Source: an optimization exercise on an open RTL-to-GDS flow (aim: small area). Production flows keep margins and buffers that such runs may drop. Function not checked in this run: the RTL went through the layout flow alone. Power and IR drop assume default switching activity.

--- flow/config.mk ---
export PLATFORM = sky130hd
export DESIGN_NAME = NEO
export DESIGN_NICKNAME = NEO
export VERILOG_FILES = /design/flow/design.v
export SDC_FILE = /design/flow/constraint.sdc
export NUM_CORES = 4
export LEC_CHECK = 0
export CAP_MARGIN = 20
export CORE_MARGIN = 2
export CORE_UTILIZATION = 40
export SLEW_MARGIN = 20
export SYNTH_HIERARCHICAL = 1
--- flow/constraint.sdc ---
create_clock -name core_clock -period 9.0 [get_ports {clk}]
set_input_delay 1.8000 -clock core_clock [delete_from_list [all_inputs] [get_ports {clk}]]
set_output_delay 1.8000 -clock core_clock [all_outputs]
set_load 0.01 [all_outputs]
--- flow/design.v ---
module NEO (Enable, Load, clk, rst, Full, Data_out, Data_in, write_en);
  input Enable, Load, clk, Full, rst;
  input signed [15:0] Data_in;
  output signed [31:0] Data_out;
  output write_en;
  reg state;
  wire start = state & ~Full;
  assign write_en = start & Load;
  always @(posedge clk or posedge rst)
    if (rst) state <= 1'b0;
    else if (state) state <= ~Full;
    else state <= Enable;
  reg signed [15:0] PP, Prev, Current, Ahead;
  wire [31:0] psi;
  always @(posedge clk)
    if (rst) begin
      PP <= 0; Prev <= 0; Current <= 0; Ahead <= 0;
    end else if (start) begin
      PP <= Prev; Prev <= Current; Current <= Ahead; Ahead <= Data_in;
    end
  assign Data_out = psi;
  wire n0 = Prev[1] & ~Prev[0];
  wire n1 = Prev[2] ^ Prev[1];
  wire n2 = (Prev[3] & ~Prev[2] & ~Prev[1]) | (~Prev[3] & Prev[2] & Prev[1]);
  wire n3 = ~(~Prev[3] & (Prev[2] | Prev[1]));
  wire n4 = ~(Prev[0] ^ n3);
  wire n5 = ~(Prev[1] ^ n3);
  wire n6 = ~n3;
  wire n7 = Prev[4] ^ Prev[3];
  wire n8 = (Prev[5] & ~Prev[4] & ~Prev[3]) | (~Prev[5] & Prev[4] & Prev[3]);
  wire n9 = ~(~Prev[5] & (Prev[4] | Prev[3]));
  wire n10 = ~(Prev[0] ^ n9);
  wire n11 = ~(Prev[1] ^ n9);
  wire n12 = ~(Prev[2] ^ n9);
  wire n13 = ~(Prev[3] ^ n9);
  wire n14 = ~n9;
  wire n15 = Prev[6] ^ Prev[5];
  wire n16 = (Prev[7] & ~Prev[6] & ~Prev[5]) | (~Prev[7] & Prev[6] & Prev[5]);
  wire n17 = ~(~Prev[7] & (Prev[6] | Prev[5]));
  wire n18 = ~(Prev[0] ^ n17);
  wire n19 = ~(Prev[1] ^ n17);
  wire n20 = ~(Prev[2] ^ n17);
  wire n21 = ~(Prev[3] ^ n17);
  wire n22 = ~(Prev[4] ^ n17);
  wire n23 = ~(Prev[5] ^ n17);
  wire n24 = ~n17;
  wire n25 = Prev[8] ^ Prev[7];
  wire n26 = (Prev[9] & ~Prev[8] & ~Prev[7]) | (~Prev[9] & Prev[8] & Prev[7]);
  wire n27 = ~(~Prev[9] & (Prev[8] | Prev[7]));
  wire n28 = ~(Prev[0] ^ n27);
  wire n29 = ~(Prev[1] ^ n27);
  wire n30 = ~(Prev[2] ^ n27);
  wire n31 = ~(Prev[3] ^ n27);
  wire n32 = ~(Prev[4] ^ n27);
  wire n33 = ~(Prev[5] ^ n27);
  wire n34 = ~(Prev[6] ^ n27);
  wire n35 = ~(Prev[7] ^ n27);
  wire n36 = ~n27;
  wire n37 = Prev[10] ^ Prev[9];
  wire n38 = (Prev[11] & ~Prev[10] & ~Prev[9]) | (~Prev[11] & Prev[10] & Prev[9]);
  wire n39 = ~(~Prev[11] & (Prev[10] | Prev[9]));
  wire n40 = ~(Prev[0] ^ n39);
  wire n41 = ~(Prev[1] ^ n39);
  wire n42 = ~(Prev[2] ^ n39);
  wire n43 = ~(Prev[3] ^ n39);
  wire n44 = ~(Prev[4] ^ n39);
  wire n45 = ~(Prev[5] ^ n39);
  wire n46 = ~(Prev[6] ^ n39);
  wire n47 = ~(Prev[7] ^ n39);
  wire n48 = ~(Prev[8] ^ n39);
  wire n49 = ~(Prev[9] ^ n39);
  wire n50 = ~n39;
  wire n51 = Prev[12] ^ Prev[11];
  wire n52 = (Prev[13] & ~Prev[12] & ~Prev[11]) | (~Prev[13] & Prev[12] & Prev[11]);
  wire n53 = ~(~Prev[13] & (Prev[12] | Prev[11]));
  wire n54 = ~(Prev[0] ^ n53);
  wire n55 = ~(Prev[1] ^ n53);
  wire n56 = ~(Prev[2] ^ n53);
  wire n57 = ~(Prev[3] ^ n53);
  wire n58 = ~(Prev[4] ^ n53);
  wire n59 = ~(Prev[5] ^ n53);
  wire n60 = ~(Prev[6] ^ n53);
  wire n61 = ~(Prev[7] ^ n53);
  wire n62 = ~(Prev[8] ^ n53);
  wire n63 = ~(Prev[9] ^ n53);
  wire n64 = ~(Prev[10] ^ n53);
  wire n65 = ~(Prev[11] ^ n53);
  wire n66 = ~n53;
  wire n67 = Prev[14] ^ Prev[13];
  wire n68 = (Prev[15] & ~Prev[14] & ~Prev[13]) | (~Prev[15] & Prev[14] & Prev[13]);
  wire n69 = ~(~Prev[15] & (Prev[14] | Prev[13]));
  wire n70 = ~(Prev[0] ^ n69);
  wire n71 = ~(Prev[1] ^ n69);
  wire n72 = ~(Prev[2] ^ n69);
  wire n73 = ~(Prev[3] ^ n69);
  wire n74 = ~(Prev[4] ^ n69);
  wire n75 = ~(Prev[5] ^ n69);
  wire n76 = ~(Prev[6] ^ n69);
  wire n77 = ~(Prev[7] ^ n69);
  wire n78 = ~(Prev[8] ^ n69);
  wire n79 = ~(Prev[9] ^ n69);
  wire n80 = ~(Prev[10] ^ n69);
  wire n81 = ~(Prev[11] ^ n69);
  wire n82 = ~(Prev[12] ^ n69);
  wire n83 = ~(Prev[13] ^ n69);
  wire n84 = ~n69;
  wire n85 = Current[0] ^ 1'b0;
  wire n86 = (Current[1] & ~Current[0] & ~1'b0) | (~Current[1] & Current[0] & 1'b0);
  wire n87 = ~(Current[1] & ~(Current[0] & 1'b0));
  wire n88 = ~(PP[0] ^ n87);
  wire n89 = ~(PP[1] ^ n87);
  wire n90 = ~(PP[2] ^ n87);
  wire n91 = ~(PP[3] ^ n87);
  wire n92 = ~(PP[4] ^ n87);
  wire n93 = ~(PP[5] ^ n87);
  wire n94 = ~(PP[6] ^ n87);
  wire n95 = ~(PP[7] ^ n87);
  wire n96 = ~(PP[8] ^ n87);
  wire n97 = ~(PP[9] ^ n87);
  wire n98 = ~(PP[10] ^ n87);
  wire n99 = ~(PP[11] ^ n87);
  wire n100 = ~(PP[12] ^ n87);
  wire n101 = ~(PP[13] ^ n87);
  wire n102 = ~(PP[14] ^ n87);
  wire n103 = ~(PP[15] ^ n87);
  wire n104 = ~n87;
  wire n105 = Current[2] ^ Current[1];
  wire n106 = (Current[3] & ~Current[2] & ~Current[1]) | (~Current[3] & Current[2] & Current[1]);
  wire n107 = ~(Current[3] & ~(Current[2] & Current[1]));
  wire n108 = ~(PP[0] ^ n107);
  wire n109 = ~(PP[1] ^ n107);
  wire n110 = ~(PP[2] ^ n107);
  wire n111 = ~(PP[3] ^ n107);
  wire n112 = ~(PP[4] ^ n107);
  wire n113 = ~(PP[5] ^ n107);
  wire n114 = ~(PP[6] ^ n107);
  wire n115 = ~(PP[7] ^ n107);
  wire n116 = ~(PP[8] ^ n107);
  wire n117 = ~(PP[9] ^ n107);
  wire n118 = ~(PP[10] ^ n107);
  wire n119 = ~(PP[11] ^ n107);
  wire n120 = ~(PP[12] ^ n107);
  wire n121 = ~(PP[13] ^ n107);
  wire n122 = ~(PP[14] ^ n107);
  wire n123 = ~(PP[15] ^ n107);
  wire n124 = ~n107;
  wire n125 = Current[4] ^ Current[3];
  wire n126 = (Current[5] & ~Current[4] & ~Current[3]) | (~Current[5] & Current[4] & Current[3]);
  wire n127 = ~(Current[5] & ~(Current[4] & Current[3]));
  wire n128 = ~(PP[0] ^ n127);
  wire n129 = ~(PP[1] ^ n127);
  wire n130 = ~(PP[2] ^ n127);
  wire n131 = ~(PP[3] ^ n127);
  wire n132 = ~(PP[4] ^ n127);
  wire n133 = ~(PP[5] ^ n127);
  wire n134 = ~(PP[6] ^ n127);
  wire n135 = ~(PP[7] ^ n127);
  wire n136 = ~(PP[8] ^ n127);
  wire n137 = ~(PP[9] ^ n127);
  wire n138 = ~(PP[10] ^ n127);
  wire n139 = ~(PP[11] ^ n127);
  wire n140 = ~(PP[12] ^ n127);
  wire n141 = ~(PP[13] ^ n127);
  wire n142 = ~(PP[14] ^ n127);
  wire n143 = ~(PP[15] ^ n127);
  wire n144 = ~n127;
  wire n145 = Current[6] ^ Current[5];
  wire n146 = (Current[7] & ~Current[6] & ~Current[5]) | (~Current[7] & Current[6] & Current[5]);
  wire n147 = ~(Current[7] & ~(Current[6] & Current[5]));
  wire n148 = ~(PP[0] ^ n147);
  wire n149 = ~(PP[1] ^ n147);
  wire n150 = ~(PP[2] ^ n147);
  wire n151 = ~(PP[3] ^ n147);
  wire n152 = ~(PP[4] ^ n147);
  wire n153 = ~(PP[5] ^ n147);
  wire n154 = ~(PP[6] ^ n147);
  wire n155 = ~(PP[7] ^ n147);
  wire n156 = ~(PP[8] ^ n147);
  wire n157 = ~(PP[9] ^ n147);
  wire n158 = ~(PP[10] ^ n147);
  wire n159 = ~(PP[11] ^ n147);
  wire n160 = ~(PP[12] ^ n147);
  wire n161 = ~(PP[13] ^ n147);
  wire n162 = ~(PP[14] ^ n147);
  wire n163 = ~(PP[15] ^ n147);
  wire n164 = ~n147;
  wire n165 = Current[8] ^ Current[7];
  wire n166 = (Current[9] & ~Current[8] & ~Current[7]) | (~Current[9] & Current[8] & Current[7]);
  wire n167 = ~(Current[9] & ~(Current[8] & Current[7]));
  wire n168 = ~(PP[0] ^ n167);
  wire n169 = ~(PP[1] ^ n167);
  wire n170 = ~(PP[2] ^ n167);
  wire n171 = ~(PP[3] ^ n167);
  wire n172 = ~(PP[4] ^ n167);
  wire n173 = ~(PP[5] ^ n167);
  wire n174 = ~(PP[6] ^ n167);
  wire n175 = ~(PP[7] ^ n167);
  wire n176 = ~(PP[8] ^ n167);
  wire n177 = ~(PP[9] ^ n167);
  wire n178 = ~(PP[10] ^ n167);
  wire n179 = ~(PP[11] ^ n167);
  wire n180 = ~(PP[12] ^ n167);
  wire n181 = ~(PP[13] ^ n167);
  wire n182 = ~(PP[14] ^ n167);
  wire n183 = ~(PP[15] ^ n167);
  wire n184 = ~n167;
  wire n185 = Current[10] ^ Current[9];
  wire n186 = (Current[11] & ~Current[10] & ~Current[9]) | (~Current[11] & Current[10] & Current[9]);
  wire n187 = ~(Current[11] & ~(Current[10] & Current[9]));
  wire n188 = ~(PP[0] ^ n187);
  wire n189 = ~(PP[1] ^ n187);
  wire n190 = ~(PP[2] ^ n187);
  wire n191 = ~(PP[3] ^ n187);
  wire n192 = ~(PP[4] ^ n187);
  wire n193 = ~(PP[5] ^ n187);
  wire n194 = ~(PP[6] ^ n187);
  wire n195 = ~(PP[7] ^ n187);
  wire n196 = ~(PP[8] ^ n187);
  wire n197 = ~(PP[9] ^ n187);
  wire n198 = ~(PP[10] ^ n187);
  wire n199 = ~(PP[11] ^ n187);
  wire n200 = ~(PP[12] ^ n187);
  wire n201 = ~(PP[13] ^ n187);
  wire n202 = ~(PP[14] ^ n187);
  wire n203 = ~(PP[15] ^ n187);
  wire n204 = ~n187;
  wire n205 = Current[12] ^ Current[11];
  wire n206 = (Current[13] & ~Current[12] & ~Current[11]) | (~Current[13] & Current[12] & Current[11]);
  wire n207 = ~(Current[13] & ~(Current[12] & Current[11]));
  wire n208 = ~(PP[0] ^ n207);
  wire n209 = ~(PP[1] ^ n207);
  wire n210 = ~(PP[2] ^ n207);
  wire n211 = ~(PP[3] ^ n207);
  wire n212 = ~(PP[4] ^ n207);
  wire n213 = ~(PP[5] ^ n207);
  wire n214 = ~(PP[6] ^ n207);
  wire n215 = ~(PP[7] ^ n207);
  wire n216 = ~(PP[8] ^ n207);
  wire n217 = ~(PP[9] ^ n207);
  wire n218 = ~(PP[10] ^ n207);
  wire n219 = ~(PP[11] ^ n207);
  wire n220 = ~(PP[12] ^ n207);
  wire n221 = ~(PP[13] ^ n207);
  wire n222 = ~(PP[14] ^ n207);
  wire n223 = ~(PP[15] ^ n207);
  wire n224 = ~n207;
  wire n225 = Current[14] ^ Current[13];
  wire n226 = (Current[15] & ~Current[14] & ~Current[13]) | (~Current[15] & Current[14] & Current[13]);
  wire n227 = ~(Current[15] & ~(Current[14] & Current[13]));
  wire n228 = ~(PP[0] ^ n227);
  wire n229 = ~(PP[1] ^ n227);
  wire n230 = ~(PP[2] ^ n227);
  wire n231 = ~(PP[3] ^ n227);
  wire n232 = ~(PP[4] ^ n227);
  wire n233 = ~(PP[5] ^ n227);
  wire n234 = ~(PP[6] ^ n227);
  wire n235 = ~(PP[7] ^ n227);
  wire n236 = ~(PP[8] ^ n227);
  wire n237 = ~(PP[9] ^ n227);
  wire n238 = ~(PP[10] ^ n227);
  wire n239 = ~(PP[11] ^ n227);
  wire n240 = ~(PP[12] ^ n227);
  wire n241 = ~(PP[13] ^ n227);
  wire n242 = ~(PP[14] ^ n227);
  wire n243 = ~(PP[15] ^ n227);
  wire n244 = ~n227;
  wire n245 = 1'b1 ^ n16;
  wire n246 = 1'b1 & n16;
  wire n247, n248;
  FA un247 (.a(1'b1), .b(n69), .c(~((n25 & n34) | (n26 & n33))), .s(n247), .co(n248));
  wire n249 = n25 ^ ~((n25 & n35) | (n26 & n34));
  wire n250 = n25 & ~((n25 & n35) | (n26 & n34));
  wire n251 = 1'b1 ^ n7;
  wire n252 = 1'b1 & n7;
  wire n253 = n27 ^ ((n7 | n8) & n13);
  wire n254 = n27 & ((n7 | n8) & n13);
  wire n255, n256;
  FA un255 (.a(1'b1), .b(n8), .c(n187), .s(n255), .co(n256));
  wire n257 = ~((n15 & n21) | (n16 & n20)) ^ ~((n25 & n29) | (n26 & n28));
  wire n258 = ~((n15 & n21) | (n16 & n20)) & ~((n25 & n29) | (n26 & n28));
  wire n259, n260;
  FA un259 (.a(1'b1), .b(n39), .c(~((n15 & n22) | (n16 & n21))), .s(n259), .co(n260));
  wire n261, n262;
  FA un261 (.a(~((n25 & n30) | (n26 & n29))), .b(~((n37 & n40) | (n38 & n50))), .c(~((n85 & n99) | (n86 & n98))), .s(n261), .co(n262));
  wire n263, n264;
  FA un263 (.a(1'b1), .b(n15), .c(n207), .s(n263), .co(n264));
  wire n265, n266;
  FA un265 (.a(~((n15 & n23) | (n16 & n22))), .b(~((n25 & n31) | (n26 & n30))), .c(~((n37 & n41) | (n38 & n40))), .s(n265), .co(n266));
  wire n267, n268;
  FA un267 (.a(~((n85 & n100) | (n86 & n99))), .b(~((n105 & n118) | (n106 & n117))), .c(~((n125 & n136) | (n126 & n135))), .s(n267), .co(n268));
  wire n269, n270;
  FA un269 (.a(n53), .b(((n15 | n16) & n23)), .c(~((n25 & n32) | (n26 & n31))), .s(n269), .co(n270));
  wire n271, n272;
  FA un271 (.a(~((n37 & n42) | (n38 & n41))), .b(~((n51 & n54) | (n52 & n66))), .c(~((n85 & n101) | (n86 & n100))), .s(n271), .co(n272));
  wire n273, n274;
  FA un273 (.a(~((n105 & n119) | (n106 & n118))), .b(~((n125 & n137) | (n126 & n136))), .c(~((n145 & n155) | (n146 & n154))), .s(n273), .co(n274));
  wire n275, n276;
  FA un275 (.a(n227), .b(n245), .c(~((n25 & n33) | (n26 & n32))), .s(n275), .co(n276));
  wire n277, n278;
  FA un277 (.a(~((n37 & n43) | (n38 & n42))), .b(~((n51 & n55) | (n52 & n54))), .c(~((n85 & n102) | (n86 & n101))), .s(n277), .co(n278));
  wire n279, n280;
  FA un279 (.a(~((n105 & n120) | (n106 & n119))), .b(~((n125 & n138) | (n126 & n137))), .c(~((n145 & n156) | (n146 & n155))), .s(n279), .co(n280));
  wire n281 = ~((n165 & n174) | (n166 & n173)) ^ ~((n185 & n192) | (n186 & n191));
  wire n282 = ~((n165 & n174) | (n166 & n173)) & ~((n185 & n192) | (n186 & n191));
  wire n283, n284;
  FA un283 (.a(n246), .b(~((n37 & n44) | (n38 & n43))), .c(~((n51 & n56) | (n52 & n55))), .s(n283), .co(n284));
  wire n285, n286;
  FA un285 (.a(~((n67 & n70) | (n68 & n84))), .b(~((n85 & n103) | (n86 & n102))), .c(~((n105 & n121) | (n106 & n120))), .s(n285), .co(n286));
  wire n287, n288;
  FA un287 (.a(~((n125 & n139) | (n126 & n138))), .b(~((n145 & n157) | (n146 & n156))), .c(~((n165 & n175) | (n166 & n174))), .s(n287), .co(n288));
  wire n289, n290;
  FA un289 (.a(~((n185 & n193) | (n186 & n192))), .b(~((n205 & n211) | (n206 & n210))), .c(~((n225 & n229) | (n226 & n228))), .s(n289), .co(n290));
  wire n291, n292;
  FA un291 (.a(~((n37 & n45) | (n38 & n44))), .b(~((n51 & n57) | (n52 & n56))), .c(~((n67 & n71) | (n68 & n70))), .s(n291), .co(n292));
  wire n293, n294;
  FA un293 (.a(((n85 & n103) | (n86 & n103))), .b(~((n105 & n122) | (n106 & n121))), .c(~((n125 & n140) | (n126 & n139))), .s(n293), .co(n294));
  wire n295, n296;
  FA un295 (.a(~((n145 & n158) | (n146 & n157))), .b(~((n165 & n176) | (n166 & n175))), .c(~((n185 & n194) | (n186 & n193))), .s(n295), .co(n296));
  wire n297, n298;
  FA un297 (.a(~((n205 & n212) | (n206 & n211))), .b(~((n225 & n230) | (n226 & n229))), .c(n249), .s(n297), .co(n298));
  wire n299, n300;
  FA un299 (.a(((n25 | n26) & n35)), .b(~((n37 & n46) | (n38 & n45))), .c(~((n51 & n58) | (n52 & n57))), .s(n299), .co(n300));
  wire n301, n302;
  FA un301 (.a(~((n67 & n72) | (n68 & n71))), .b(~((n105 & n123) | (n106 & n122))), .c(~((n125 & n141) | (n126 & n140))), .s(n301), .co(n302));
  wire n303, n304;
  FA un303 (.a(~((n145 & n159) | (n146 & n158))), .b(~((n165 & n177) | (n166 & n176))), .c(~((n185 & n195) | (n186 & n194))), .s(n303), .co(n304));
  wire n305 = ~((n205 & n213) | (n206 & n212)) ^ ~((n225 & n231) | (n226 & n230));
  wire n306 = ~((n205 & n213) | (n206 & n212)) & ~((n225 & n231) | (n226 & n230));
  wire n307, n308;
  FA un307 (.a(n26), .b(~((n37 & n47) | (n38 & n46))), .c(~((n51 & n59) | (n52 & n58))), .s(n307), .co(n308));
  wire n309, n310;
  FA un309 (.a(~((n67 & n73) | (n68 & n72))), .b(((n105 & n123) | (n106 & n123))), .c(~((n125 & n142) | (n126 & n141))), .s(n309), .co(n310));
  wire n311, n312;
  FA un311 (.a(~((n145 & n160) | (n146 & n159))), .b(~((n165 & n178) | (n166 & n177))), .c(~((n185 & n196) | (n186 & n195))), .s(n311), .co(n312));
  wire n313, n314;
  FA un313 (.a(1'b1), .b(~((n37 & n48) | (n38 & n47))), .c(~((n51 & n60) | (n52 & n59))), .s(n313), .co(n314));
  wire n315, n316;
  FA un315 (.a(~((n67 & n74) | (n68 & n73))), .b(~((n125 & n143) | (n126 & n142))), .c(~((n145 & n161) | (n146 & n160))), .s(n315), .co(n316));
  wire n317, n318;
  FA un317 (.a(n37), .b(~((n37 & n49) | (n38 & n48))), .c(~((n51 & n61) | (n52 & n60))), .s(n317), .co(n318));
  wire n319 = ~((n67 & n75) | (n68 & n74)) ^ ((n125 & n143) | (n126 & n143));
  wire n320 = ~((n67 & n75) | (n68 & n74)) & ((n125 & n143) | (n126 & n143));
  wire n321 = ((n37 | n38) & n49) ^ ~((n51 & n62) | (n52 & n61));
  wire n322 = ((n37 | n38) & n49) & ~((n51 & n62) | (n52 & n61));
  wire n323 = 1'b1 ^ n9;
  wire n324 = 1'b1 & n9;
  wire n325, n326;
  FA un325 (.a(1'b1), .b(n2), .c(n147), .s(n325), .co(n326));
  wire n327 = ~((n7 & n11) | (n8 & n10)) ^ ~((n85 & n94) | (n86 & n93));
  wire n328 = ~((n7 & n11) | (n8 & n10)) & ~((n85 & n94) | (n86 & n93));
  wire n329, n330;
  FA un329 (.a(1'b1), .b(n17), .c(~((n7 & n12) | (n8 & n11))), .s(n329), .co(n330));
  wire n331, n332;
  FA un331 (.a(~((n15 & n18) | (n16 & n24))), .b(~((n85 & n95) | (n86 & n94))), .c(~((n105 & n113) | (n106 & n112))), .s(n331), .co(n332));
  wire n333, n334;
  FA un333 (.a(n167), .b(n251), .c(~((n7 & n13) | (n8 & n12))), .s(n333), .co(n334));
  wire n335, n336;
  FA un335 (.a(~((n15 & n19) | (n16 & n18))), .b(~((n85 & n96) | (n86 & n95))), .c(~((n105 & n114) | (n106 & n113))), .s(n335), .co(n336));
  wire n337 = ~((n125 & n132) | (n126 & n131)) ^ ~((n145 & n150) | (n146 & n149));
  wire n338 = ~((n125 & n132) | (n126 & n131)) & ~((n145 & n150) | (n146 & n149));
  wire n339, n340;
  FA un339 (.a(n252), .b(~((n15 & n20) | (n16 & n19))), .c(~((n25 & n28) | (n26 & n36))), .s(n339), .co(n340));
  wire n341, n342;
  FA un341 (.a(~((n85 & n97) | (n86 & n96))), .b(~((n105 & n115) | (n106 & n114))), .c(~((n125 & n133) | (n126 & n132))), .s(n341), .co(n342));
  wire n343, n344;
  FA un343 (.a(~((n145 & n151) | (n146 & n150))), .b(~((n165 & n169) | (n166 & n168))), .c(n253), .s(n343), .co(n344));
  wire n345, n346;
  FA un345 (.a(~((n85 & n98) | (n86 & n97))), .b(~((n105 & n116) | (n106 & n115))), .c(~((n125 & n134) | (n126 & n133))), .s(n345), .co(n346));
  wire n347, n348;
  FA un347 (.a(~((n145 & n152) | (n146 & n151))), .b(~((n165 & n170) | (n166 & n169))), .c(~((n185 & n188) | (n186 & n204))), .s(n347), .co(n348));
  wire n349, n350;
  FA un349 (.a(n255), .b(n254), .c(n257), .s(n349), .co(n350));
  wire n351, n352;
  FA un351 (.a(~((n105 & n117) | (n106 & n116))), .b(~((n125 & n135) | (n126 & n134))), .c(~((n145 & n153) | (n146 & n152))), .s(n351), .co(n352));
  wire n353, n354;
  FA un353 (.a(~((n165 & n171) | (n166 & n170))), .b(~((n185 & n189) | (n186 & n188))), .c(n256), .s(n353), .co(n354));
  wire n355, n356;
  FA un355 (.a(n258), .b(n259), .c(n261), .s(n355), .co(n356));
  wire n357, n358;
  FA un357 (.a(~((n145 & n154) | (n146 & n153))), .b(~((n165 & n172) | (n166 & n171))), .c(~((n185 & n190) | (n186 & n189))), .s(n357), .co(n358));
  wire n359, n360;
  FA un359 (.a(~((n205 & n208) | (n206 & n224))), .b(n263), .c(n260), .s(n359), .co(n360));
  wire n361, n362;
  FA un361 (.a(n262), .b(n265), .c(n267), .s(n361), .co(n362));
  wire n363, n364;
  FA un363 (.a(~((n165 & n173) | (n166 & n172))), .b(~((n185 & n191) | (n186 & n190))), .c(~((n205 & n209) | (n206 & n208))), .s(n363), .co(n364));
  wire n365, n366;
  FA un365 (.a(n264), .b(n266), .c(n268), .s(n365), .co(n366));
  wire n367, n368;
  FA un367 (.a(n269), .b(n271), .c(n273), .s(n367), .co(n368));
  wire n369, n370;
  FA un369 (.a(~((n205 & n210) | (n206 & n209))), .b(~((n225 & n228) | (n226 & n244))), .c(n281), .s(n369), .co(n370));
  wire n371, n372;
  FA un371 (.a(n270), .b(n272), .c(n274), .s(n371), .co(n372));
  wire n373, n374;
  FA un373 (.a(n275), .b(n277), .c(n279), .s(n373), .co(n374));
  wire n375, n376;
  FA un375 (.a(n282), .b(n276), .c(n278), .s(n375), .co(n376));
  wire n377, n378;
  FA un377 (.a(n280), .b(n247), .c(n283), .s(n377), .co(n378));
  wire n379, n380;
  FA un379 (.a(n285), .b(n287), .c(n289), .s(n379), .co(n380));
  wire n381, n382;
  FA un381 (.a(n248), .b(n284), .c(n286), .s(n381), .co(n382));
  wire n383, n384;
  FA un383 (.a(n288), .b(n290), .c(n291), .s(n383), .co(n384));
  wire n385, n386;
  FA un385 (.a(n293), .b(n295), .c(n297), .s(n385), .co(n386));
  wire n387, n388;
  FA un387 (.a(n250), .b(n305), .c(n292), .s(n387), .co(n388));
  wire n389, n390;
  FA un389 (.a(n294), .b(n296), .c(n299), .s(n389), .co(n390));
  wire n391, n392;
  FA un391 (.a(n301), .b(n303), .c(n298), .s(n391), .co(n392));
  wire n393, n394;
  FA un393 (.a(~((n205 & n214) | (n206 & n213))), .b(~((n225 & n232) | (n226 & n231))), .c(n306), .s(n393), .co(n394));
  wire n395, n396;
  FA un395 (.a(n300), .b(n302), .c(n304), .s(n395), .co(n396));
  wire n397, n398;
  FA un397 (.a(n307), .b(n309), .c(n311), .s(n397), .co(n398));
  wire n399, n400;
  FA un399 (.a(~((n165 & n179) | (n166 & n178))), .b(~((n185 & n197) | (n186 & n196))), .c(~((n205 & n215) | (n206 & n214))), .s(n399), .co(n400));
  wire n401, n402;
  FA un401 (.a(~((n225 & n233) | (n226 & n232))), .b(n308), .c(n310), .s(n401), .co(n402));
  wire n403, n404;
  FA un403 (.a(n312), .b(n313), .c(n315), .s(n403), .co(n404));
  wire n405, n406;
  FA un405 (.a(~((n145 & n162) | (n146 & n161))), .b(~((n165 & n180) | (n166 & n179))), .c(~((n185 & n198) | (n186 & n197))), .s(n405), .co(n406));
  wire n407, n408;
  FA un407 (.a(~((n205 & n216) | (n206 & n215))), .b(~((n225 & n234) | (n226 & n233))), .c(n319), .s(n407), .co(n408));
  wire n409, n410;
  FA un409 (.a(n314), .b(n316), .c(n317), .s(n409), .co(n410));
  wire n411, n412;
  FA un411 (.a(~((n67 & n76) | (n68 & n75))), .b(~((n145 & n163) | (n146 & n162))), .c(~((n165 & n181) | (n166 & n180))), .s(n411), .co(n412));
  wire n413, n414;
  FA un413 (.a(~((n185 & n199) | (n186 & n198))), .b(~((n205 & n217) | (n206 & n216))), .c(~((n225 & n235) | (n226 & n234))), .s(n413), .co(n414));
  wire n415, n416;
  FA un415 (.a(n320), .b(n321), .c(n318), .s(n415), .co(n416));
  wire n417, n418;
  FA un417 (.a(n38), .b(~((n51 & n63) | (n52 & n62))), .c(~((n67 & n77) | (n68 & n76))), .s(n417), .co(n418));
  wire n419, n420;
  FA un419 (.a(((n145 & n163) | (n146 & n163))), .b(~((n165 & n182) | (n166 & n181))), .c(~((n185 & n200) | (n186 & n199))), .s(n419), .co(n420));
  wire n421, n422;
  FA un421 (.a(~((n205 & n218) | (n206 & n217))), .b(~((n225 & n236) | (n226 & n235))), .c(n322), .s(n421), .co(n422));
  wire n423, n424;
  FA un423 (.a(1'b1), .b(~((n51 & n64) | (n52 & n63))), .c(~((n67 & n78) | (n68 & n77))), .s(n423), .co(n424));
  wire n425, n426;
  FA un425 (.a(~((n165 & n183) | (n166 & n182))), .b(~((n185 & n201) | (n186 & n200))), .c(~((n205 & n219) | (n206 & n218))), .s(n425), .co(n426));
  wire n427, n428;
  FA un427 (.a(n51), .b(~((n51 & n65) | (n52 & n64))), .c(~((n67 & n79) | (n68 & n78))), .s(n427), .co(n428));
  wire n429 = ((n165 & n183) | (n166 & n183)) ^ ~((n185 & n202) | (n186 & n201));
  wire n430 = ((n165 & n183) | (n166 & n183)) & ~((n185 & n202) | (n186 & n201));
  wire n431 = ((n51 | n52) & n65) ^ ~((n67 & n80) | (n68 & n79));
  wire n432 = ((n51 | n52) & n65) & ~((n67 & n80) | (n68 & n79));
  wire n433, n434;
  FA un433 (.a(n1), .b(n127), .c(~((n1 & n5) | (n2 & n4))), .s(n433), .co(n434));
  wire n435, n436;
  FA un435 (.a(n323), .b(((n1 | n2) & n5)), .c(~((n7 & n10) | (n8 & n14))), .s(n435), .co(n436));
  wire n437 = ~((n85 & n93) | (n86 & n92)) ^ ~((n105 & n111) | (n106 & n110));
  wire n438 = ~((n85 & n93) | (n86 & n92)) & ~((n105 & n111) | (n106 & n110));
  wire n439, n440;
  FA un439 (.a(n324), .b(~((n105 & n112) | (n106 & n111))), .c(~((n125 & n130) | (n126 & n129))), .s(n439), .co(n440));
  wire n441, n442;
  FA un441 (.a(~((n145 & n148) | (n146 & n164))), .b(n325), .c(n327), .s(n441), .co(n442));
  wire n443, n444;
  FA un443 (.a(~((n125 & n131) | (n126 & n130))), .b(~((n145 & n149) | (n146 & n148))), .c(n326), .s(n443), .co(n444));
  wire n445, n446;
  FA un445 (.a(n328), .b(n329), .c(n331), .s(n445), .co(n446));
  wire n447, n448;
  FA un447 (.a(~((n165 & n168) | (n166 & n184))), .b(n337), .c(n330), .s(n447), .co(n448));
  wire n449, n450;
  FA un449 (.a(n332), .b(n333), .c(n335), .s(n449), .co(n450));
  wire n451, n452;
  FA un451 (.a(n338), .b(n334), .c(n336), .s(n451), .co(n452));
  wire n453, n454;
  FA un453 (.a(n339), .b(n341), .c(n343), .s(n453), .co(n454));
  wire n455, n456;
  FA un455 (.a(n340), .b(n342), .c(n345), .s(n455), .co(n456));
  wire n457, n458;
  FA un457 (.a(n347), .b(n344), .c(n349), .s(n457), .co(n458));
  wire n459, n460;
  FA un459 (.a(n346), .b(n348), .c(n351), .s(n459), .co(n460));
  wire n461, n462;
  FA un461 (.a(n353), .b(n350), .c(n355), .s(n461), .co(n462));
  wire n463, n464;
  FA un463 (.a(n352), .b(n354), .c(n357), .s(n463), .co(n464));
  wire n465, n466;
  FA un465 (.a(n356), .b(n359), .c(n361), .s(n465), .co(n466));
  wire n467, n468;
  FA un467 (.a(n358), .b(n363), .c(n360), .s(n467), .co(n468));
  wire n469, n470;
  FA un469 (.a(n362), .b(n365), .c(n367), .s(n469), .co(n470));
  wire n471, n472;
  FA un471 (.a(n364), .b(n369), .c(n366), .s(n471), .co(n472));
  wire n473, n474;
  FA un473 (.a(n368), .b(n371), .c(n373), .s(n473), .co(n474));
  wire n475, n476;
  FA un475 (.a(n370), .b(n372), .c(n374), .s(n475), .co(n476));
  wire n477, n478;
  FA un477 (.a(n375), .b(n377), .c(n379), .s(n477), .co(n478));
  wire n479, n480;
  FA un479 (.a(n376), .b(n378), .c(n380), .s(n479), .co(n480));
  wire n481, n482;
  FA un481 (.a(n381), .b(n383), .c(n385), .s(n481), .co(n482));
  wire n483, n484;
  FA un483 (.a(n382), .b(n384), .c(n387), .s(n483), .co(n484));
  wire n485, n486;
  FA un485 (.a(n389), .b(n391), .c(n386), .s(n485), .co(n486));
  wire n487, n488;
  FA un487 (.a(n393), .b(n388), .c(n390), .s(n487), .co(n488));
  wire n489, n490;
  FA un489 (.a(n395), .b(n397), .c(n392), .s(n489), .co(n490));
  wire n491, n492;
  FA un491 (.a(n399), .b(n394), .c(n396), .s(n491), .co(n492));
  wire n493, n494;
  FA un493 (.a(n398), .b(n401), .c(n403), .s(n493), .co(n494));
  wire n495, n496;
  FA un495 (.a(n400), .b(n405), .c(n407), .s(n495), .co(n496));
  wire n497, n498;
  FA un497 (.a(n402), .b(n404), .c(n409), .s(n497), .co(n498));
  wire n499, n500;
  FA un499 (.a(n406), .b(n411), .c(n413), .s(n499), .co(n500));
  wire n501, n502;
  FA un501 (.a(n408), .b(n410), .c(n415), .s(n501), .co(n502));
  wire n503, n504;
  FA un503 (.a(n412), .b(n414), .c(n417), .s(n503), .co(n504));
  wire n505, n506;
  FA un505 (.a(n419), .b(n421), .c(n416), .s(n505), .co(n506));
  wire n507, n508;
  FA un507 (.a(~((n225 & n237) | (n226 & n236))), .b(n418), .c(n420), .s(n507), .co(n508));
  wire n509, n510;
  FA un509 (.a(n423), .b(n425), .c(n422), .s(n509), .co(n510));
  wire n511, n512;
  FA un511 (.a(~((n205 & n220) | (n206 & n219))), .b(~((n225 & n238) | (n226 & n237))), .c(n429), .s(n511), .co(n512));
  wire n513, n514;
  FA un513 (.a(n424), .b(n426), .c(n427), .s(n513), .co(n514));
  wire n515, n516;
  FA un515 (.a(~((n185 & n203) | (n186 & n202))), .b(~((n205 & n221) | (n206 & n220))), .c(~((n225 & n239) | (n226 & n238))), .s(n515), .co(n516));
  wire n517, n518;
  FA un517 (.a(n430), .b(n431), .c(n428), .s(n517), .co(n518));
  wire n519, n520;
  FA un519 (.a(n52), .b(~((n67 & n81) | (n68 & n80))), .c(((n185 & n203) | (n186 & n203))), .s(n519), .co(n520));
  wire n521, n522;
  FA un521 (.a(~((n205 & n222) | (n206 & n221))), .b(~((n225 & n240) | (n226 & n239))), .c(n432), .s(n521), .co(n522));
  wire n523, n524;
  FA un523 (.a(1'b1), .b(~((n67 & n82) | (n68 & n81))), .c(~((n205 & n223) | (n206 & n222))), .s(n523), .co(n524));
  wire n525 = n67 ^ ~((n67 & n83) | (n68 & n82));
  wire n526 = n67 & ~((n67 & n83) | (n68 & n82));
  wire n527 = n0 ^ n107;
  wire n528 = n0 & n107;
  wire n529, n530;
  FA un529 (.a(n3), .b(~((n1 & n4) | (n2 & n6))), .c(~((n85 & n91) | (n86 & n90))), .s(n529), .co(n530));
  wire n531, n532;
  FA un531 (.a(~((n85 & n92) | (n86 & n91))), .b(~((n105 & n110) | (n106 & n109))), .c(~((n125 & n128) | (n126 & n144))), .s(n531), .co(n532));
  wire n533, n534;
  FA un533 (.a(~((n125 & n129) | (n126 & n128))), .b(n437), .c(n434), .s(n533), .co(n534));
  wire n535, n536;
  FA un535 (.a(n438), .b(n436), .c(n439), .s(n535), .co(n536));
  wire n537, n538;
  FA un537 (.a(n440), .b(n443), .c(n442), .s(n537), .co(n538));
  wire n539, n540;
  FA un539 (.a(n444), .b(n446), .c(n447), .s(n539), .co(n540));
  wire n541, n542;
  FA un541 (.a(n448), .b(n450), .c(n451), .s(n541), .co(n542));
  wire n543, n544;
  FA un543 (.a(n452), .b(n455), .c(n454), .s(n543), .co(n544));
  wire n545, n546;
  FA un545 (.a(n456), .b(n459), .c(n458), .s(n545), .co(n546));
  wire n547, n548;
  FA un547 (.a(n460), .b(n463), .c(n462), .s(n547), .co(n548));
  wire n549, n550;
  FA un549 (.a(n464), .b(n467), .c(n466), .s(n549), .co(n550));
  wire n551, n552;
  FA un551 (.a(n468), .b(n471), .c(n470), .s(n551), .co(n552));
  wire n553, n554;
  FA un553 (.a(n472), .b(n475), .c(n474), .s(n553), .co(n554));
  wire n555, n556;
  FA un555 (.a(n476), .b(n479), .c(n478), .s(n555), .co(n556));
  wire n557, n558;
  FA un557 (.a(n480), .b(n483), .c(n482), .s(n557), .co(n558));
  wire n559, n560;
  FA un559 (.a(n484), .b(n487), .c(n489), .s(n559), .co(n560));
  wire n561, n562;
  FA un561 (.a(n488), .b(n491), .c(n493), .s(n561), .co(n562));
  wire n563, n564;
  FA un563 (.a(n495), .b(n492), .c(n494), .s(n563), .co(n564));
  wire n565, n566;
  FA un565 (.a(n499), .b(n496), .c(n501), .s(n565), .co(n566));
  wire n567, n568;
  FA un567 (.a(n500), .b(n503), .c(n505), .s(n567), .co(n568));
  wire n569, n570;
  FA un569 (.a(n504), .b(n507), .c(n509), .s(n569), .co(n570));
  wire n571, n572;
  FA un571 (.a(n511), .b(n508), .c(n513), .s(n571), .co(n572));
  wire n573, n574;
  FA un573 (.a(n515), .b(n512), .c(n514), .s(n573), .co(n574));
  wire n575, n576;
  FA un575 (.a(n516), .b(n519), .c(n521), .s(n575), .co(n576));
  wire n577, n578;
  FA un577 (.a(~((n225 & n241) | (n226 & n240))), .b(n520), .c(n523), .s(n577), .co(n578));
  wire n579, n580;
  FA un579 (.a(((n205 & n223) | (n206 & n223))), .b(~((n225 & n242) | (n226 & n241))), .c(n525), .s(n579), .co(n580));
  wire n581 = ((n67 | n68) & n83) ^ ~((n225 & n243) | (n226 & n242));
  wire n582 = ((n67 | n68) & n83) & ~((n225 & n243) | (n226 & n242));
  wire n583 = Prev[0] ^ n87;
  wire n584 = Prev[0] & n87;
  wire n585 = n527 ^ ~((n85 & n90) | (n86 & n89));
  wire n586 = n527 & ~((n85 & n90) | (n86 & n89));
  wire n587, n588;
  FA un587 (.a(n528), .b(~((n105 & n109) | (n106 & n108))), .c(n529), .s(n587), .co(n588));
  wire n589, n590;
  FA un589 (.a(n530), .b(n433), .c(n531), .s(n589), .co(n590));
  wire n591, n592;
  FA un591 (.a(n532), .b(n435), .c(n533), .s(n591), .co(n592));
  wire n593, n594;
  FA un593 (.a(n441), .b(n534), .c(n535), .s(n593), .co(n594));
  wire n595, n596;
  FA un595 (.a(n536), .b(n445), .c(n537), .s(n595), .co(n596));
  wire n597, n598;
  FA un597 (.a(n449), .b(n538), .c(n539), .s(n597), .co(n598));
  wire n599, n600;
  FA un599 (.a(n453), .b(n540), .c(n541), .s(n599), .co(n600));
  wire n601, n602;
  FA un601 (.a(n457), .b(n542), .c(n543), .s(n601), .co(n602));
  wire n603, n604;
  FA un603 (.a(n461), .b(n544), .c(n545), .s(n603), .co(n604));
  wire n605, n606;
  FA un605 (.a(n465), .b(n546), .c(n547), .s(n605), .co(n606));
  wire n607, n608;
  FA un607 (.a(n469), .b(n548), .c(n549), .s(n607), .co(n608));
  wire n609, n610;
  FA un609 (.a(n473), .b(n550), .c(n551), .s(n609), .co(n610));
  wire n611, n612;
  FA un611 (.a(n477), .b(n552), .c(n553), .s(n611), .co(n612));
  wire n613, n614;
  FA un613 (.a(n481), .b(n554), .c(n555), .s(n613), .co(n614));
  wire n615, n616;
  FA un615 (.a(n485), .b(n556), .c(n557), .s(n615), .co(n616));
  wire n617, n618;
  FA un617 (.a(n486), .b(n558), .c(n559), .s(n617), .co(n618));
  wire n619, n620;
  FA un619 (.a(n490), .b(n561), .c(n560), .s(n619), .co(n620));
  wire n621, n622;
  FA un621 (.a(n497), .b(n562), .c(n563), .s(n621), .co(n622));
  wire n623, n624;
  FA un623 (.a(n498), .b(n564), .c(n565), .s(n623), .co(n624));
  wire n625, n626;
  FA un625 (.a(n502), .b(n567), .c(n566), .s(n625), .co(n626));
  wire n627, n628;
  FA un627 (.a(n506), .b(n569), .c(n568), .s(n627), .co(n628));
  wire n629, n630;
  FA un629 (.a(n510), .b(n571), .c(n570), .s(n629), .co(n630));
  wire n631, n632;
  FA un631 (.a(n517), .b(n573), .c(n572), .s(n631), .co(n632));
  wire n633, n634;
  FA un633 (.a(n518), .b(n575), .c(n574), .s(n633), .co(n634));
  wire n635, n636;
  FA un635 (.a(n522), .b(n577), .c(n576), .s(n635), .co(n636));
  wire n637, n638;
  FA un637 (.a(n524), .b(n579), .c(n578), .s(n637), .co(n638));
  wire n639, n640;
  FA un639 (.a(n526), .b(n581), .c(n580), .s(n639), .co(n640));
  wire n641, n642;
  FA un641 (.a(n68), .b(((n225 & n243) | (n226 & n243))), .c(n582), .s(n641), .co(n642));
  wire n643 = ~((n85 & n88) | (n86 & n104)) ^ n583;
  wire n644 = ~((n85 & n88) | (n86 & n104)) & n583;
  wire n645, n646;
  FA un645 (.a(~((n85 & n89) | (n86 & n88))), .b(n584), .c(n644), .s(n645), .co(n646));
  wire n647, n648;
  FA un647 (.a(~((n105 & n108) | (n106 & n124))), .b(n585), .c(n646), .s(n647), .co(n648));
  wire n649, n650;
  FA un649 (.a(n587), .b(n586), .c(n648), .s(n649), .co(n650));
  wire n651, n652;
  FA un651 (.a(n589), .b(n588), .c(n650), .s(n651), .co(n652));
  wire n653, n654;
  FA un653 (.a(n591), .b(n590), .c(n652), .s(n653), .co(n654));
  wire n655, n656;
  FA un655 (.a(n593), .b(n592), .c(n654), .s(n655), .co(n656));
  wire n657, n658;
  FA un657 (.a(n595), .b(n594), .c(n656), .s(n657), .co(n658));
  wire n659, n660;
  FA un659 (.a(n597), .b(n596), .c(n658), .s(n659), .co(n660));
  wire n661, n662;
  FA un661 (.a(n599), .b(n598), .c(n660), .s(n661), .co(n662));
  wire n663, n664;
  FA un663 (.a(n601), .b(n600), .c(n662), .s(n663), .co(n664));
  wire n665, n666;
  FA un665 (.a(n603), .b(n602), .c(n664), .s(n665), .co(n666));
  wire [19:0] fa0 = {1'b1, n641, n639, n637, n635, n633, n631, n629, n627, n625, n623, n621, n619, n617, n615, n613, n611, n609, n607, n605};
  wire [19:0] fa1 = {n642, n640, n638, n636, n634, n632, n630, n628, n626, n624, n622, n620, n618, n616, n614, n612, n610, n608, n606, n604};
  wire [19:0] g0 = fa0 & fa1;
  wire [19:0] p0 = fa0 ^ fa1;
  wire n667 = g0[0] | (p0[0] & n666);
  wire n668 = g0[1] | (p0[1] & n667);
  wire n669 = p0[1] & p0[0];
  wire n670 = g0[3] | (p0[3] & g0[2]);
  wire n671 = p0[3] & p0[2];
  wire n672 = g0[5] | (p0[5] & g0[4]);
  wire n673 = p0[5] & p0[4];
  wire n674 = g0[7] | (p0[7] & g0[6]);
  wire n675 = p0[7] & p0[6];
  wire n676 = g0[9] | (p0[9] & g0[8]);
  wire n677 = p0[9] & p0[8];
  wire n678 = g0[11] | (p0[11] & g0[10]);
  wire n679 = p0[11] & p0[10];
  wire n680 = g0[13] | (p0[13] & g0[12]);
  wire n681 = p0[13] & p0[12];
  wire n682 = g0[15] | (p0[15] & g0[14]);
  wire n683 = p0[15] & p0[14];
  wire n684 = g0[17] | (p0[17] & g0[16]);
  wire n685 = p0[17] & p0[16];
  wire n686 = g0[19] | (p0[19] & g0[18]);
  wire n687 = p0[19] & p0[18];
  wire n688 = n670 | (n671 & n668);
  wire n689 = n671 & n669;
  wire n690 = n674 | (n675 & n672);
  wire n691 = n675 & n673;
  wire n692 = n678 | (n679 & n676);
  wire n693 = n679 & n677;
  wire n694 = n682 | (n683 & n680);
  wire n695 = n683 & n681;
  wire n696 = n686 | (n687 & n684);
  wire n697 = n687 & n685;
  wire n698 = n690 | (n691 & n688);
  wire n699 = n691 & n689;
  wire n700 = n694 | (n695 & n692);
  wire n701 = n695 & n693;
  wire n702 = n700 | (n701 & n698);
  wire n703 = n701 & n699;
  wire n704 = n692 | (n693 & n698);
  wire n705 = n693 & n699;
  wire n706 = n696 | (n697 & n702);
  wire n707 = n697 & n703;
  wire n708 = n672 | (n673 & n688);
  wire n709 = n673 & n689;
  wire n710 = n676 | (n677 & n698);
  wire n711 = n677 & n699;
  wire n712 = n680 | (n681 & n704);
  wire n713 = n681 & n705;
  wire n714 = n684 | (n685 & n702);
  wire n715 = n685 & n703;
  wire n716 = g0[2] | (p0[2] & n668);
  wire n717 = p0[2] & n669;
  wire n718 = g0[4] | (p0[4] & n688);
  wire n719 = p0[4] & n689;
  wire n720 = g0[6] | (p0[6] & n708);
  wire n721 = p0[6] & n709;
  wire n722 = g0[8] | (p0[8] & n698);
  wire n723 = p0[8] & n699;
  wire n724 = g0[10] | (p0[10] & n710);
  wire n725 = p0[10] & n711;
  wire n726 = g0[12] | (p0[12] & n704);
  wire n727 = p0[12] & n705;
  wire n728 = g0[14] | (p0[14] & n712);
  wire n729 = p0[14] & n713;
  wire n730 = g0[16] | (p0[16] & n702);
  wire n731 = p0[16] & n703;
  wire n732 = g0[18] | (p0[18] & n714);
  wire n733 = p0[18] & n715;
  wire n734 = p0[0] ^ n666;
  wire n735 = p0[1] ^ n667;
  wire n736 = p0[2] ^ n668;
  wire n737 = p0[3] ^ n716;
  wire n738 = p0[4] ^ n688;
  wire n739 = p0[5] ^ n718;
  wire n740 = p0[6] ^ n708;
  wire n741 = p0[7] ^ n720;
  wire n742 = p0[8] ^ n698;
  wire n743 = p0[9] ^ n722;
  wire n744 = p0[10] ^ n710;
  wire n745 = p0[11] ^ n724;
  wire n746 = p0[12] ^ n704;
  wire n747 = p0[13] ^ n726;
  wire n748 = p0[14] ^ n712;
  wire n749 = p0[15] ^ n728;
  wire n750 = p0[16] ^ n702;
  wire n751 = p0[17] ^ n730;
  wire n752 = p0[18] ^ n714;
  wire n753 = p0[19] ^ n732;
  wire [19:0] fsum = {n753, n752, n751, n750, n749, n748, n747, n746, n745, n744, n743, n742, n741, n740, n739, n738, n737, n736, n735, n734};
  assign psi = {fsum, n665, n663, n661, n659, n657, n655, n653, n651, n649, n647, n645, n643};
endmodule
module FA (a, b, c, s, co);
  input a, b, c;
  output s, co;
  assign s = a ^ b ^ c;
  assign co = (a & b) | (a & c) | (b & c);
endmodule
--- flow/flow/run.sh ---
#!/bin/bash
# Own layout flow: the standard ORFS flow (standard.sh, unchanged
# synthesis), with these changes to the layout steps:
#  - port buffers use the smallest buffer cell (every port still gets one);
#  - ABC's buffers are removed at floorplan and global placement is not
#    timing driven (no gain-based rebuffering; timing repair still runs);
#  - clock tree built from small clock buffers, without dummy loads.
# Each step's output goes to its own log here; ORFS's own logs are under orfs/logs.
set -euo pipefail
export BUFFER_PORTS_ARGS="-buffer_cell sky130_fd_sc_hd__buf_1"
export REMOVE_ABC_BUFFERS=1
export GPL_TIMING_DRIVEN=0
export CTS_ARGS="-sink_clustering_enable -repair_clock_nets -dont_use_dummy_load -buf_list sky130_fd_sc_hd__clkbuf_4 -root_buf sky130_fd_sc_hd__clkbuf_8"
bash standard.sh synth > synth.log 2>&1
bash standard.sh finish > layout.log 2>&1
--- flow/standard.sh ---
#!/bin/bash
# synth_recipe.tcl (not shown) runs the flow's synth.tcl, then flattens the netlist and writes it again
# the make line also repeats each setting of config.mk as NAME=value (left out here)
make -C /OpenROAD-flow-scripts/flow DESIGN_CONFIG=/design/flow/config.mk WORK_HOME=/design/flow/orfs CLKGATE_MAP_FILE= SYNTH_SCRIPT=/design/flow/synth_recipe.tcl "${@:-finish}"
==> flow_summary.yaml <==
hold_path:
  worstHoldStart: "Ahead[0]"
  hp-class: "register to register"
  hold_end: "Current[0]"
  whs_path_depth: 2
run:
  maxCapViolCount: 0
logic_synthesis:
  ys_warn_count: 7
  synth_edf_count: 0
  async_reset_ff_share_pct: 1.54
  synth_area_leader_cell: "fa_1"
  synth.area.top_cells: "fa_1, xnor2_1, dfxtp_1"
  synthCells: 1233
  ys_ff_latch: 65
  synthDistinctLibCells: 43
  synth_area_per_cell_sq_um: 9.45
  ys_seq_area_share_pct: 11.2
  synth_area_sq_um: 11600
  yosysMostFrequentCell: "fa_1"
  synth_top_area_share_pct: 34.6
  synthTopCellsByCount: "fa_1, xnor2_1, nand2_1"
  synth_ff_type: "dfxtp_1"
grt:
  grt-ovfl-total: 0
  grt_usage_pct: 19.2
  grt_pass1_wl_um: 46400
  antenna_found_initial: 0
  grt_max_degree: 66
  grt_pass1_vias: 8729
final_layout:
  multiInputGateArea_sq_um: 9540
  nFillCells: 2906
  final_util_pct: 42.7
  diodes: 0
  drive_gt1_share_pct: 12.0
  nNetsFinal: 1471
  instances_no_fill: 1583
  area_delta_synth_final_pct: 5.26
  ff_latch_area_sq_um: 1330
timing:
  rsz0062_at_grt: "yes"
  fin_skew_ns: 0.0172
  slew_viol_final: 0
  hold_violations: 0
  setup_ws_ns: -0.203
  final_min_period_over_clock_period_pct: 102
  fin_crit_ns: 9.20
  holdWs_ns: 0.443
  relSlewSlack_pct: 33.5
  finalSetupViolCount: 12
  clock.fmax_mhz: 109
  max_slew.worst_pin.slew_ns: 0.991
die:
  core_area_sq_um: 28700
  start_util_pct: 40.6
  die_y_um: 175
  die_w_um: 175
  dieArea_sq_um: 30500
  ios: 54
  fp-row-count: 62
route:
  drc: 0
  drt_iter0_markers: 619
  wl_per_cell_um: 17.8
  ant_nets: 0
  vias: 8515
  via_per_inst: 5.38
  routed_wl_um: 28200
  drtPass1Iterations: 5
setup_path:
  crit_arrival_ns: 7.40
  cp_slowest_stage_delay_ns: 0.54
  cp.required_ns: 7.20
  rr_worst_depth: 4
  cp-start-kind: "register"
  cp_slowest_cell: "fa_2"
  r2r-end: "Current[4]"
  rr_startpoint: "state"
  critical_path.max_fanout: 3
  critical_path_class: "register to output pin"
  crit_top_cell: "fa_2"
  reg2reg_setup_slack_ns: 7.49
  crit_path_end_kind: "output pin"
place:
  placed_cells: 1546
  portBuffers: 53
  dp_hpwl_um: 22300
  gp_congestion: 0.896
  place_ws_ns: -1.76
clock_network:
  clock_latency_ns: 0.35
  cts_hold_buf: 0
  cts_tree: "built"
  clk_path_buf_depth: 2
  cts_made_buffers: 9
  cts.clk_slew.worst_paths_ns: 0.07
  htreeDepth: 3
  cts_root_buffer: "clkbuf_8"
  clock-sinks: 65
power_and_ir_drop:
  leakage_nw: 3.60
  ir_drop_mv: 0.0708
  total_power_uw: 804
  powerDensity_nw_per_um2: 65.6
run_status:
  failed_checks: "negative setup slack"
  status: "complete, but fails checks"
## final cells by class
cell class | count | area share [%]
tap | 384 | 3.92
timing repair buffer | 84 | 4.43
clock buffer | 9 | 1.01
multi-input combinational | 986 | 77.9
inverter | 55 | 1.91
sequential | 65 | 10.9
## placed cells by master (no fill, tap or decap), drive strengths merged, types with 10 or more instances in the layout
cell type / n
a22oi: 152
ha: 48
fa: 201
o21a: 10
xnor2: 171
xor2: 22
inv: 52
nand2b: 12
nor2: 49
nand2: 154
o21ai: 24
dfxtp: 64
buf: 84
a21oi: 102
## worst max path at each step
stage	startpoint	endpoint	slack (ns)	cells after the start
after floorplan	Current[1]	Data_out[21]	-0.40	23
after global placement	Current[1]	Data_out[31]	-1.72	25
after detailed placement	Current[1]	Data_out[31]	-1.76	25
after CTS	Prev[1]	Data_out[28]	-0.30	28
after global routing	Prev[1]	Data_out[26]	-0.52	28
final	Prev[1]	Data_out[26]	-0.20	28
## modules after synthesis (local to each module, per instance)
module,cells inside,flip-flops and latches,times used
FA,1,0,190
NEO,1043,65,1
## per-layer routing
layer | vias to the layer above | global-route usage, % | wire, um
met5 | - | 0 | 0
met3 | 47 | 2.20 | 1280
met4 | 0 | 5.28 | 665
li1 | 4004 | - | -
met2 | 231 | 33.3 | 13900
met1 | 4233 | 25.4 | 12300
## kinds of logic (layout without fill, tap and decap cells)
logic type / Yosys count / after routing / share of synthesized area, %
other cells: 1 / 9 / 0.0322
fa+ha+maj: 249 / 249 / 39.7
compound gates: 301 / 301 / 17.1
buf+inv: 190 / 148 / 8.88
simple gates: 234 / 234 / 8.55
xor+xnor: 193 / 193 / 14.5
flops: 65 / 65 / 11.2
## stage by stage
step           area (sq um)  TNS [ns]
3_5_place_dp          11600    -24.15
2_1_floorplan         10900     -3.66
5_1_grt               12300     -5.97
3_3_place_gp          11500    -23.36
6_report              12300     -1.67
4_1_cts               12100     -2.57
## flip-flops by register name (all words and copies together) (netlist names)
register	flops
Ahead	16
Current	16
PP	16
Prev	16
state	1
## power breakdown
group          switching [mW]  total (mW)  internal, mW
logic                   0.181       0.316         0.135
registers             0.00761       0.301         0.294
clock network          0.0974       0.186        0.0890
total                   0.286       0.804         0.517
## worst max-delay path, delay by kind of cell (launching register included)
kind                       cells  cell delay, ns
adders and majority gates     15            5.35
AOI/OAI and AO/OA              5            0.57
buffers and inverters          6            0.55
DFF                            1            0.38
and+or+nand+nor                2            0.17
## timing repair
| action | in CTS | in global routing |
|---|---|---|
| pin swaps | 9 | 7 |
| gates resized for setup | 84 | 17 |
| gates cloned | 0 | 0 |
| setup buffers | 16 | 12 |
| endpoints found under the hold margin | 0 | 0 |
| endpoints found under the setup margin | 20 | 16 |

## static timing again, ports no longer ideal
No port has a modelled driver above. Below, the same layout with a new extraction and two added sets of constraints.
Step 1 (the two cells are an assumption about what drives the block):
set clk [get_ports {clk}]
set_driving_cell -lib_cell sky130_fd_sc_hd__clkbuf_16 $clk
set_driving_cell -lib_cell sky130_fd_sc_hd__buf_2 [delete_from_list [all_inputs] $clk]
Step 2 times the ports against the registers' clock, not the clock port: input delays grow and output delays shrink by t, the midpoint of the rising clock arrivals with the driver on.
Three values: ideal ports, drivers, drivers and shift; two values: the first two.
t, ns: 0.372
slack for setup (ns): -0.203 / -0.238 / 0.135
worst data-port slew with drivers (ns): 0.03
For this run, drivers alone change the setup slack by -0.035 ns; drivers and shift together by +0.338 ns.
